What follows belongs to an exercise in optimizing a design on an open flow for small area, a short achievable clock period and few clock cycles; a production flow would make more cautious choices.
The RTL was checked by simulation tests, not by an equivalence proof against the original design.
The clock input has no modelled driver; a real chip could not lean on it and would need a root buffer or a full tree.
Power figures rest on the tool's default switching activity, not on a simulated workload.

## run a
==> module ULA, before the edit <==
module ULA (
    input clk,
    input reset,
    input [3:0] seletor,
    output saida,
    output [18:0] rom_addr,
    input [7:0] rom_data,
    output reg [18:0] ram_wraddr,
    output reg [7:0] ram_data,
    output reg ram_wren,
    output reg done
);
    assign saida = 1'b0;
    reg [3:0] mode;
    reg start;
    always @(posedge clk) mode <= seletor;
    always @(posedge clk or negedge reset) begin
        if (!reset) start <= 1'b1;
        else start <= (seletor != mode);
    end
    reg is_avg, is_dec, is_rep, f4;
    always @(posedge clk) begin
        f4     <= seletor[3];
        is_avg <= ~seletor[2] & seletor[1] & seletor[0];
        is_dec <= ~seletor[2] & ~seletor[1] & seletor[0];
        is_rep <= ~seletor[2] & ~seletor[0];
    end
    wire valid = ~mode[2] | (mode == 4'b0100);
    reg [1:0] c0, c1;
    reg [7:0] col;
    reg [6:0] r;
    reg run, bub;
    wire [1:0] lim0 = is_rep ? {f4, 1'b1} : 2'd0;
    wire [1:0] lim2 = is_rep ? {f4, 1'b1} : 2'd0;
    wire e0 = is_avg ? (r[0] & (~f4 | r[1])) : (c0 == 2'd0);
    wire e2 = (c1 == 2'd0);
    wire ex = (col == (is_dec ? (f4 ? 8'd156 : 8'd158) : 8'd159));
    wire ey = (r == (is_dec ? (f4 ? 7'd116 : 7'd118) : 7'd119));
    wire last = e0 & ex & e2 & ey;
    wire blk_end = is_avg & e0 & col[0] & (~f4 | col[1]);
    wire hold = blk_end & ~bub;
    wire [2:0] step = is_dec ? {f4, ~f4, 1'b0} : 3'd1;
    wire [7:0] col_p = col + step;
    wire [6:0] r_p = r + step;
    wire [6:0] r_top = {r[6:2], r[1] & ~f4, 1'b0};
    always @(posedge clk) begin
        if (start) begin
            c0 <= lim0; c1 <= lim2; col <= 0; r <= 0; bub <= 1'b0;
        end else if (hold) begin
            bub <= 1'b1;
        end else begin
            bub <= 1'b0;
            if (!e0) begin
                c0 <= c0 - 1'b1;
                if (is_avg) r <= r_p;
            end else begin
                c0 <= lim0;
                if (!ex) begin
                    col <= col_p;
                    if (is_avg) r <= r_top;
                end else begin
                    col <= 0;
                    if (!e2) c1 <= c1 - 1'b1;
                    else begin
                        c1 <= lim2;
                        r <= r_p;
                    end
                end
            end
        end
    end
    reg [9:0] rh;
    reg [4:0] rl;
    assign rom_addr = {4'b0, rh, rl};
    always @(posedge clk) begin
        rh <= {r, 2'b00} + r + col[7:5];
        rl <= col[4:0];
    end
    reg v0, q0, v1, q1, v2, q2;
    always @(posedge clk) begin
        if (start) run <= valid;
        else if (last & ~hold) run <= 1'b0;
        v0 <= run & ~start & (is_avg ? bub : 1'b1);
        q0 <= run & ~start & ~bub;
        v1 <= v0 & ~start;
        q1 <= q0 & ~start;
        v2 <= v1 & ~start;
        q2 <= q1 & ~start;
    end
    always @(posedge clk or negedge reset) begin
        if (!reset) begin
            ram_wren <= 1'b0; done <= 1'b0;
        end else begin
            ram_wren <= v2 & ~start;
            done <= ~start & valid & ~run & ~v0 & ~v1 & ~v2;
        end
    end
    reg [7:0] rd;
    reg [3:0] ext;
    reg k1, k2, w;
    wire [3:0] b0 = w ? 4'd0 : ram_data[3:0];
    wire [3:0] b1 = w ? 4'd0 : ram_data[7:4];
    wire [4:0] s0 = b0 + rd[3:0];
    wire [4:0] s1 = b1 + rd[7:4] + k1;
    wire [4:0] t1 = ram_data[7:4] + k1;
    wire [3:0] t2 = ext + k2 + t1[4];
    always @(posedge clk) begin
        rd <= rom_data;
        w <= v2;
        if (start) ram_wraddr <= {19{1'b1}};
        else ram_wraddr <= ram_wraddr + v2;
        if (v2 | ~q2) begin
            ext <= 4'd0; k1 <= 1'b0; k2 <= 1'b0;
        end else begin
            ext <= ext + k2; k1 <= s0[4]; k2 <= s1[4];
        end
        if (!is_avg) ram_data <= rd;
        else if (v2) ram_data <= f4 ? {t2, t1[3:0]} : {t2[1:0], t1[3:0], ram_data[3:2]};
        else if (!q2) ram_data <= 8'd0;
        else ram_data <= {s1[3:0], s0[3:0]};
    end
endmodule
Settings: LEC_CHECK=0, CAP_MARGIN=20, CORE_MARGIN=2, CORE_UTILIZATION=40, PLACE_DENSITY=0.6, SETUP_SLACK_MARGIN=4.0, SLEW_MARGIN=20; clock period 6.0 ns.
standard.sh (not shown) runs the stock make flow with config.mk's settings and CLKGATE_MAP_FILE= SYNTH_SCRIPT=/design/flow/synth_recipe.tcl, a recipe that flattens the netlist after the stock synthesis.
==> flow/flow/run.sh <==
#!/bin/bash
# Layout flow: the standard ORFS flow with three changes:
#  - synthesis maps adders through ABC like the rest of the logic instead of
#    extracting full/half adder cells first (ADDER_MAP_FILE empty);
#  - plain buf_2 cells as the port buffers instead of the delay buffers
#    buffer_ports picks by default;
#  - the clock tree is four clkbuf_16 cells driven by the clock port, each
#    driving the flip-flops nearest to it (flow/cts_hook.tcl replaces
#    TritonCTS's two-level H-tree).
set -euo pipefail
here=$(cd "$(dirname "$0")" && pwd)
CLKBUF_N=4 bash standard.sh \
  "ADDER_MAP_FILE=" \
  "BUFFER_PORTS_ARGS=-buffer_cell sky130_fd_sc_hd__buf_2" \
  "PRE_CTS_TCL=$here/cts_hook.tcl" \
  finish > orfs_make.log 2>&1
==> flow/flow/cts_hook.tcl <==
# Clock buffering in place of TritonCTS's H-tree: the clock port drives
# CLKBUF_N clkbuf_16 cells (1, 2 or 4), each placed at the centre of the
# flip-flops it drives; the flip-flops are split between them by position.
proc clock_tree_synthesis { args } {
  set nbuf 1
  if { [info exists ::env(CLKBUF_N)] } { set nbuf $::env(CLKBUF_N) }
  set block [ord::get_db_block]
  set clk_net [$block findNet clk]
  set master [[ord::get_db] findMaster sky130_fd_sc_hd__clkbuf_16]
  set sinks {}
  foreach it [$clk_net getITerms] {
    set loc [[$it getInst] getLocation]
    lappend sinks [list $it [lindex $loc 0] [lindex $loc 1]]
  }
  # split into groups: by x, then each half by y
  set groups [list $sinks]
  set axis 1
  while { [llength $groups] < $nbuf } {
    set ng {}
    foreach g $groups {
      set s [lsort -integer -index $axis $g]
      set h [expr {[llength $s] / 2}]
      lappend ng [lrange $s 0 [expr {$h - 1}]] [lrange $s $h end]
    }
    set groups $ng
    set axis [expr {3 - $axis}]
  }
  set i 0
  foreach g $groups {
    set buf [odb::dbInst_create $block $master clkbuf_root_$i]
    set net [odb::dbNet_create $block clknet_root_$i]
    $net setSigType CLOCK
    set sx 0; set sy 0
    foreach s $g {
      set it [lindex $s 0]
      $it disconnect
      $it connect $net
      set sx [expr {$sx + [lindex $s 1]}]; set sy [expr {$sy + [lindex $s 2]}]
    }
    [$buf findITerm A] connect $clk_net
    [$buf findITerm X] connect $net
    set n [llength $g]
    $buf setLocation [expr {$sx / $n}] [expr {$sy / $n}]
    $buf setPlacementStatus PLACED
    puts "clock buffer clkbuf_root_$i drives $n sinks"
    incr i
  }
  $clk_net setSigType CLOCK
}
Testbench counts of run a, summed over its fixed seeds: cycles 2,512,959.
[inputs] run b vs run a
diff --git a/flow/design.v b/flow/design.v
--- a/flow/design.v
+++ b/flow/design.v
@@ -12,12 +12,16 @@
 );
     assign saida = 1'b0;
     reg [3:0] mode;
     reg start;
-    always @(posedge clk) mode <= seletor;
     always @(posedge clk or negedge reset) begin
-        if (!reset) start <= 1'b1;
-        else start <= (seletor != mode);
+        if (!reset) begin
+            mode  <= 4'b1111;
+            start <= 1'b0;
+        end else begin
+            mode  <= seletor;
+            start <= (seletor != mode);
+        end
     end
     reg is_avg, is_dec, is_rep, f4;
     always @(posedge clk) begin
         f4     <= seletor[3];
@@ -76,22 +80,23 @@
         rh <= {r, 2'b00} + r + col[7:5];
         rl <= col[4:0];
     end
     reg v0, q0, v1, q1, v2, q2;
-    always @(posedge clk) begin
-        if (start) run <= valid;
-        else if (last & ~hold) run <= 1'b0;
-        v0 <= run & ~start & (is_avg ? bub : 1'b1);
-        q0 <= run & ~start & ~bub;
-        v1 <= v0 & ~start;
-        q1 <= q0 & ~start;
-        v2 <= v1 & ~start;
-        q2 <= q1 & ~start;
-    end
     always @(posedge clk or negedge reset) begin
         if (!reset) begin
+            run <= 1'b0;
+            v0 <= 1'b0; q0 <= 1'b0; v1 <= 1'b0; q1 <= 1'b0;
+            v2 <= 1'b0; q2 <= 1'b0;
             ram_wren <= 1'b0; done <= 1'b0;
         end else begin
+            if (start) run <= valid;
+            else if (last & ~hold) run <= 1'b0;
+            v0 <= run & ~start & (is_avg ? bub : 1'b1);
+            q0 <= run & ~start & ~bub;
+            v1 <= v0 & ~start;
+            q1 <= q0 & ~start;
+            v2 <= v1 & ~start;
+            q2 <= q1 & ~start;
             ram_wren <= v2 & ~start;
             done <= ~start & valid & ~run & ~v0 & ~v1 & ~v2;
         end
     end
## What came out
Number of cells upsized or downsized after cts, run b and run a: higher on run b
When the final numbers for run b and run a were put side by side, the final area turned out to be greater in run a.
Number of tap cells added at floorplan came out lower on run b than on run a.
Run b ended up with fewer standard cells than run a.
For power per unit of standard cell area, run b and run a come out practically identical.
Testbench counts of run b, summed over its fixed seeds: cycles 2,512,962.
In every run of this note, the design's own scripts or RTL, not TritonCTS, make the clock network.

[re-timing with driven ports]
The flow's constraints put no driver on any port. The routed layouts listed below were extracted and timed again, unchanged, in two steps. Step 1 assumes that a clkbuf_16 drives the clock port and a buf_2 every other input. Step 2, shift: input delay + t, output delay - t, t = (earliest + latest rising clock arrival at the registers) / 2. This alone moves slack from input paths to output paths. a / b / c = ideal ports / drivers / drivers and shift; a / b = the first two.
run	t (ns)	setup slack, ns	worst register clock-pin slew, ns	worst slew at a driven data input, ns
run a	0.239	4.000 / 3.915 / 4.076	0.10 / 0.10	0.04
run b	0.238	4.043 / 3.960 / 4.081	0.10 / 0.10	0.03
After both steps setup and hold are still met in every run listed.
